This is an optimization exercise on Yosys and OpenROAD, whose aim is small area and a short achievable clock period, not a production implementation. Only simulation tests tie the RTL to the original design; equivalence was not proved.

## flow/design.v (module list and top-level ports; edited modules follow where they fit)
// module EdgeRasterizer_add16: 28 lines
// module EdgeRasterizer: 892 lines
module EdgeRasterizer(clock,
						in_sig_start_new_triangle,
						in_sig_get_boundary_coords,
						in_sig_form_edges,
						in_sig_pixel_loop_setup,
						in_sig_rasterize_pixels,
						in_v0_screen_x, in_v0_screen_y,
						in_v1_screen_x, in_v1_screen_y,
						in_v2_screen_x, in_v2_screen_y,
						in_v0_depth, in_v1_depth, in_v2_depth,
						in_color,
						out_sig_rasterize_write_pixel,
						out_sig_rasterize_done,
						out_pixel_x, out_pixel_y,
						out_pixel_depth,
						out_pixel_color);
  // ...
==> flow/run.sh <==
#!/bin/bash
# synth_recipe.tcl (not shown) runs the flow's synth.tcl, then flattens the netlist and writes it again
# the make line also repeats each setting of config.mk as NAME=value (left out here)
make -C /OpenROAD-flow-scripts/flow DESIGN_CONFIG=/design/flow/config.mk WORK_HOME=/design/flow/orfs CLKGATE_MAP_FILE= SYNTH_SCRIPT=/design/flow/synth_recipe.tcl finish
==> flow/config.mk <==
export PLATFORM = sky130hd
export DESIGN_NAME = EdgeRasterizer
export DESIGN_NICKNAME = EdgeRasterizer
export VERILOG_FILES = /design/flow/design.v
export SDC_FILE = /design/flow/constraint.sdc
export NUM_CORES = 4
export LEC_CHECK = 0
export CAP_MARGIN = 20
export CORE_MARGIN = 2
export CORE_UTILIZATION = 40
export SLEW_MARGIN = 20
==> flow/constraint.sdc <==
create_clock -name core_clock -period 28.0 [get_ports {clock}]
set_input_delay 5.6000 -clock core_clock [delete_from_list [all_inputs] [get_ports {clock}]]
set_output_delay 5.6000 -clock core_clock [all_outputs]
set_load 0.01 [all_outputs]
==> flow_summary_export.csv, run 1 <==
group,metric,value,unit
outcome,status,"finished clean",
global_routing,grtUsageMet1,36.0,%
worst_setup_path,cp.buffers_inverters,3,
flow_run,maxCapViolations,0,
drt,drt_iter0_drc,2500,
placed_design,place_ws,19.53,ns
worst_setup_path,r2r_end,"rs1[14]",
cells_and_area,layout_commonest_cell,"inv_1",
cells_and_area,clkbuf_count,43,
hold_path,holdPathStages,3,
drt,vias,25200,
cells_and_area,nFillCells,7416,
worst_setup_path,cp_common_cell,"buf_4",
worst_setup_path,cp_top_family,"buffers and inverters",
global_routing,use_met2,41.5,%
timing,hold_ws,0.572,ns
floorplanning,initial_utilization,40.2,%
worst_setup_path,start_kind,"input pin",
drt,wl_met1,44000,um
cells_and_area,utilization,45.8,%
cells_and_area,multi_input_area_share,58.7,%
cells_and_area,finalNetCount,4089,
yosys,yosysMostFrequentCell,"inv_1",
worst_setup_path,cp.depth,4,
floorplanning,die_w,282,um
floorplanning,io_pins,176,
clocking,clkLatencyLatePin,0.59,ns
clocking,clock_path_buffers,3,
placed_design,gp_congestion,0.950,
cells_and_area,sh_seq_area,23.4,%
drt,highest_layer,"met4",
worst_setup_path,worstPathMaxFanout,84,
floorplanning,core_region_area,77100,sq um
global_routing,grt_start_max_net_pins,85,
==> run 2: changes to the inputs <==
--- a/flow/design.v
+++ b/flow/design.v
@@ -71,24 +71,26 @@
 			ph_b <= bd;
 			ph_c <= fe;
 			setup_bc <= bd | fe;
 		end
 	end
 	reg [15:0] r0, r1, r2, r3, r4, r5;
 	reg [1:0] dep0, dep1, dep2;
 	reg [15:0] color;
-	reg [15:0] max_x;
+	reg [15:0] max_x;		 
 	reg [15:0] x, y;
 	reg [15:0] area;
 	reg [15:0] e1, e2;
 	reg [15:0] rs1, rs2;	 
 	reg [8:0] m1, m2;
 	reg j1, j2;
 	reg nsel, nincx, nincy;	 
+	reg natx, naty;		 
+	reg w0, h0;		 
 	wire [15:0] vx0 = r0, vy0 = r1, vx1 = r2, vy1 = r3, vx2 = r4, vy2 = r5;
 	wire [15:0] a1, a2, b1, b2;
 	wire ca1, ca2, cb1, cb2;	 
 	EdgeRasterizer_add16 u_a1(vy2, ~vy0, 1'b1, a1, ca1);	 
 	EdgeRasterizer_add16 u_a2(vy0, ~vy1, 1'b1, a2, ca2);	 
 	EdgeRasterizer_add16 u_b1(vx0, ~vx2, 1'b1, b1, cb1);	 
 	EdgeRasterizer_add16 u_b2(vx1, ~vx0, 1'b1, b2, cb2);	 
 	wire za1 = ~|a1, za2 = ~|a2, zb1 = ~|b1, zb2 = ~|b2;
@@ -102,16 +104,28 @@
 	wire iy0 = y01 & y02, iy1 = y10 & y12;		 
 	wire kx0 = x10 & x20, kx1 = x01 & x21;		 
 	wire ky0 = y10 & y20, ky1 = y01 & y21;		 
 	wire [15:0] mnx = ix0 ? vx0 : ix1 ? vx1 : vx2;
 	wire [15:0] mny = iy0 ? vy0 : iy1 ? vy1 : vy2;
 	wire [15:0] mxx = kx0 ? vx0 : kx1 ? vx1 : vx2;
 	wire [15:0] mxy = ky0 ? vy0 : ky1 ? vy1 : vy2;
 	wire [15:0] xj = iy0 ? vx0 : iy1 ? vx1 : vx2;
+	wire [15:0] mxx_z, mxy_z;	 
+	assign mxx_z[0] = 1'b1;
+	assign mxy_z[0] = 1'b1;
+	genvar gi;
+	generate
+		for (gi = 1; gi < 16; gi = gi + 1) begin : dec
+			assign mxx_z[gi] = ~|mxx[gi - 1:0];
+			assign mxy_z[gi] = ~|mxy[gi - 1:0];
+		end
+	endgenerate
+	wire [15:0] mxx_m1 = mxx ^ mxx_z;
+	wire [15:0] mxy_m1 = mxy ^ mxy_z;
 	wire [15:0] p1 = {r0[15:9], setup_bc ? r0[8:0] : m1};
 	wire [15:0] p2 = {r1[15:9], setup_bc ? r1[8:0] : m2};
 	wire [15:0] q1 = ph_b ? r3 : {r4[15:9], ph_c ? r4[8:0] : e1[8:0]};
 	wire [15:0] q2 = ph_b ? r2 : {r4[15:9], ph_c ? r4[8:0] : e2[8:0]};
 	wire m1t_p1 = p1[0] & q1[0];
 	wire m1t_p2 = p1[1] & q1[0];
 	wire m1t_p3 = p1[2] & q1[0];
 	wire m1t_p4 = p1[3] & q1[0];
@@ -845,18 +859,18 @@
 	wire in_tri = ~e0[15] & ~e1[15] & ~e2[15];
 	wire [8:0] t1 = s1v[8:0] + c1v[8:0];
 	wire [8:0] t2 = s2v[8:0] + c2v[8:0];
 	wire [10:0] dsum = {2'b00, t1} + {2'b00, t2} + {2'b00, dep0, 1'b1, 6'd0};
 	wire [1:0] dq = (dsum[10:9] != 2'b00) ? 2'b11 : dsum[8:7];
 	wire [15:0] xi = x + {15'd0, nincx};
 	wire [15:0] yi = y + {15'd0, nincy};
 	wire [15:0] nx = nsel ? r4 : xi;
-	wire atx = (nx == max_x);
-	wire aty = (yi == r5);
+	wire atx = natx;
+	wire aty = naty;
 	wire [15:0] ea1 = setup_bc ? f1s : atx ? rs1 : e1;
 	wire [15:0] eb1 = setup_bc ? {f1c[14:0], 1'b0} : atx ? r2 : r0;
 	wire [15:0] ea2 = setup_bc ? f2s : atx ? rs2 : e2;
 	wire [15:0] eb2 = setup_bc ? {f2c[14:0], 1'b0} : atx ? r3 : r1;
 	wire [15:0] e1n = ea1 + eb1;
 	wire [15:0] e2n = ea2 + eb2;
 	wire hold = atx & aty;
 	wire wrap = atx & ~aty;
@@ -867,26 +881,28 @@
 			dep0 <= in_v0_depth;
 			dep1 <= in_v1_depth;
 			dep2 <= in_v2_depth;
 			color <= in_color;
 		end
 		if (st | bd) begin
 			r0 <= st ? in_v0_screen_x : a1;
 			r1 <= st ? in_v0_screen_y : a2;
-			r5 <= st ? in_v2_screen_y : mxy;
+			r5 <= st ? in_v2_screen_y : mxy_m1;
 		end
 		if (st | bd) begin
 			r2 <= st ? in_v1_screen_x : b1;
 			r3 <= st ? in_v1_screen_y : b2;
 		end
 		if (st | bd | fe | ls)
 			r4 <= st ? in_v2_screen_x : ph_a ? xj : ph_b ? xd : x;
 		if (bd) begin
-			max_x <= mxx;
+			max_x <= mxx_m1;
+			w0 <= mnx == mxx;
+			h0 <= mny == mxy;
 			j1 <= iy1;
 			j2 <= ~iy0 & ~iy1;
 		end
 		if (bd | rs) begin
 			x <= ph_a ? mnx : nx;
 			y <= ph_a ? mny : yi;
 		end
 		if (ls) begin
@@ -901,16 +917,18 @@
 		if (ls | (rs & wrap)) begin
 			rs1 <= e1n;
 			rs2 <= e2n;
 		end
 		if (ls | rs) begin
 			nsel <= ~ph_c & wrap;
 			nincx <= ~ph_c & ~atx;
 			nincy <= ~ph_c & wrap;
+			natx <= ph_c ? w0 : hold | (wrap ? w0 : nx == max_x);
+			naty <= ph_c ? h0 : wrap ? yi == r5 : naty;
 		end
 		od <= dq;
 		wr <= rs & in_tri;
 		dn <= rs & hold;
 	end
 	assign out_sig_rasterize_write_pixel = wr;
 	assign out_sig_rasterize_done = dn;
 	assign out_pixel_x = x;
==> run 2 against run 1 <==
Effect of this change:
- fmax up 0.66%
- critical path depth up 16
- sequential cell count up 4
- count of clock-buffer cells in the layout up 1
- critical endpoint is now rs1[15]
==> flow_summary_export.csv, run 2 <==
group,metric,value,unit
yosys,yosys_warnings,2,
clocking,numCtsBuffers,36,
timing,fin_crit_sh,28.1,%
drt,drt_wl_total,103000,um
floorplanning,initial_utilization,40.3,%
cells_and_area,layout_commonest_cell,"nor2_1",
timing,slew_viol_final,0,
timing,skew,0.0318,ns
placed_design,gp_congestion,0.981,
clocking,clkLatencyLatePin,0.58,ns
floorplanning,die-area,82000,sq um
clocking,postCtsSetupRepairBufs,0,
floorplanning,io_pins,176,
yosys,synth.avg_cell_area,9.15,sq um
worst_setup_path,worstPathMaxFanout,58,
yosys,synth-edff-count,276,
yosys,synthCells,3485,
yosys,synthTopCellsByArea,"edfxtp_1, fa_1, ha_1, xnor2_1, nor2_1",
floorplanning,die_w,286,um
drt,wl_per_cell,22.0,um
placed_design,post-dp-hpwl,82800,um
clocking,clock_path_buffers,3,
drt,drt_iter0_drc,2355,
yosys,yosysMostFrequentCell,"nor2_1",
yosys,ys_seq_elements,280,
hold_path,holdCritPathClass,"reg2reg",
yosys,synth_commonest_cells,"nor2_1, inv_1, nand2_1",
timing,grt_setup_unrepaired,"no",
clocking,cts.clk_slew.worst_paths,0.06,ns
timing,fin_crit,7.86,ns
global_routing,grt_pass1_wl,155000,um
clocking,ctsRootBufferMaster,"clkbuf_16",
clocking,cts_hold_buf,0,
worst_setup_path,start_kind,"flip-flop",
global_routing,antenna_found_initial,2,
drt,drc,0,
clocking,cts_sinks,280,
timing,tightest_slew,1.20,ns
clocking,cts_resized,0,
worst_setup_path,path_class,"reg2reg",
worst_setup_path,cp_data_arrival_time,8.16,ns
yosys,synth_nets,4143,
timing,setup_violations,0,
global_routing,grt_start_max_net_pins,107,
outcome,status,"finished clean",
global_routing,grt_pass1_vias,25000,
cells_and_area,finalNetCount,4276,
drt,vias_per_cell,5.47,
yosys,synth_top_cell_area_share,26.0,%
global_routing,grt_usage,25.1,%
cells_and_area,stdcell_count,4694,
yosys,yosysSeqAreaShare,26.3,%
timing,fmax,127,MHz
global_routing,grt-ovfl-total,0,
yosys,ys_types,97,
placed_design,dp_cells,4629,
clocking,cts_tree,"done",
yosys,synth_area,31900,sq um
drt,vias,25700,
timing,slew_headroom,20.3,%
timing,fin_ws,20.14,ns
placed_design,portBuffers,175,
yosys,async_flop_share,0,%
timing,fin_tns_setup,0,ns
placed_design,place_ws,20.02,ns
clocking,htreeDepth,2,
cells_and_area,drive_above_1_share,5.24,%
flow_run,maxCapViolations,0,
timing,finalHoldViolations,0,
cells_and_area,final_cell_mix,"nor2_1, inv_1, nand2_1, edfxtp_1, ha_1",
floorplanning,die_h,286,um
cells_and_area,syn2layout_area_growth,13.0,%
drt,postRouteAntennaNets,0,
floorplanning,core_region_area,79000,sq um
yosys,yosysTopAreaCell,"edfxtp_1",
worst_setup_path,cp-end-kind,"flip-flop",
floorplanning,rows,103,
drt,drt-pass1-iter-count,6,
cells_and_area,diodes,0,
worst_setup_path,critPathRequiredTime,28.30,ns
yosys,synth_ff_type,"edfxtp_1",
==> run 2: cell types whose count changed after synthesis, moves of 13 or more <==
cell      before  now
a21oi_1      159  212
nand2_1      232  296
nor2_1       377  415
xnor2_1      143  189
mux2_2        37   17
buf_1          3   24
a22o_1        17    1
nand3_1       45   62
mux2i_1      180  154
o21ai_1        3   23
nand2b_1      49   36
==> run 2: through the flow <==
stage / instance area [sq um] / hold WS (ns) / utilization, %
after floorplan: 31900 / 0.493 / -
after global placement: 34800 / 0.589 / 44.0
after detailed placement: 34800 / 0.591 / 44.0
after CTS: 36000 / 0.596 / 45.6
after global routing: 36000 / 0.611 / 45.6
final: 36000 / 0.572 / 45.6
==> run 2: layout make-up <==
cell class | count | area, sq um
flip-flops and latches | 280 | 8370
clock buffers | 44 | 931
inverters | 406 | 1520
fillers | 7633 | 43000
multi-input cells | 2668 | 21500
clock inverters | 20 | 273
well taps | 1050 | 1310
repair buffers | 226 | 2140
==> run 2: per-layer routing <==
layer,up-vias,share of wire (%),global-route usage (%)
met5,-,0.0087,0
met4,2,3.6,8.61
met3,172,8.5,5.90
met2,878,45,39.6
met1,12500,43,33.7
li1,12100,-,-
==> run 2: kinds of logic (layout without fill, tap and decap cells) <==
kind of cell	after synthesis	in the layout	synth area share (%)
and+or+nand+nor	1053	1053	15.1
AOI/OAI and AO/OA	652	652	12.5
buffers and inverters	537	696	6.46
adders and majority gates	534	534	27.1
DFF	280	280	26.3
xor gates and xnor gates	257	257	7.09
muxes	172	172	5.48
==> run 2: worst paths after layout <==
path	from	end	slack, ns	cells past startpoint
setup / recovery	ph_b	rs1[15]	20.14	20
hold / removal	e1[15]	wr	0.57	1
setup reg to reg	ph_b	rs1[15]	20.14	20
hold reg to reg	e1[15]	wr	0.57	1
==> run 2: worst max-delay path, stage by stage (launching register included) <==
cell and delay, ns:
edfxtp_1 1.06, buf_4 0.62, nor2_1 0.16, nor2_1 0.67, nor2_1 0.13, ha_1 0.31, inv_1 0.05, fa_1 0.49
fa_1 0.55, inv_1 0.06, fa_1 0.52, fa_1 0.52, fa_1 0.48, nand2_1 0.07, o21ai_0 0.10, ha_1 0.29
o311ai_0 0.78, o2111ai_1 0.23, a21oi_1 0.21, xnor2_1 0.15, xnor2_1 0.10
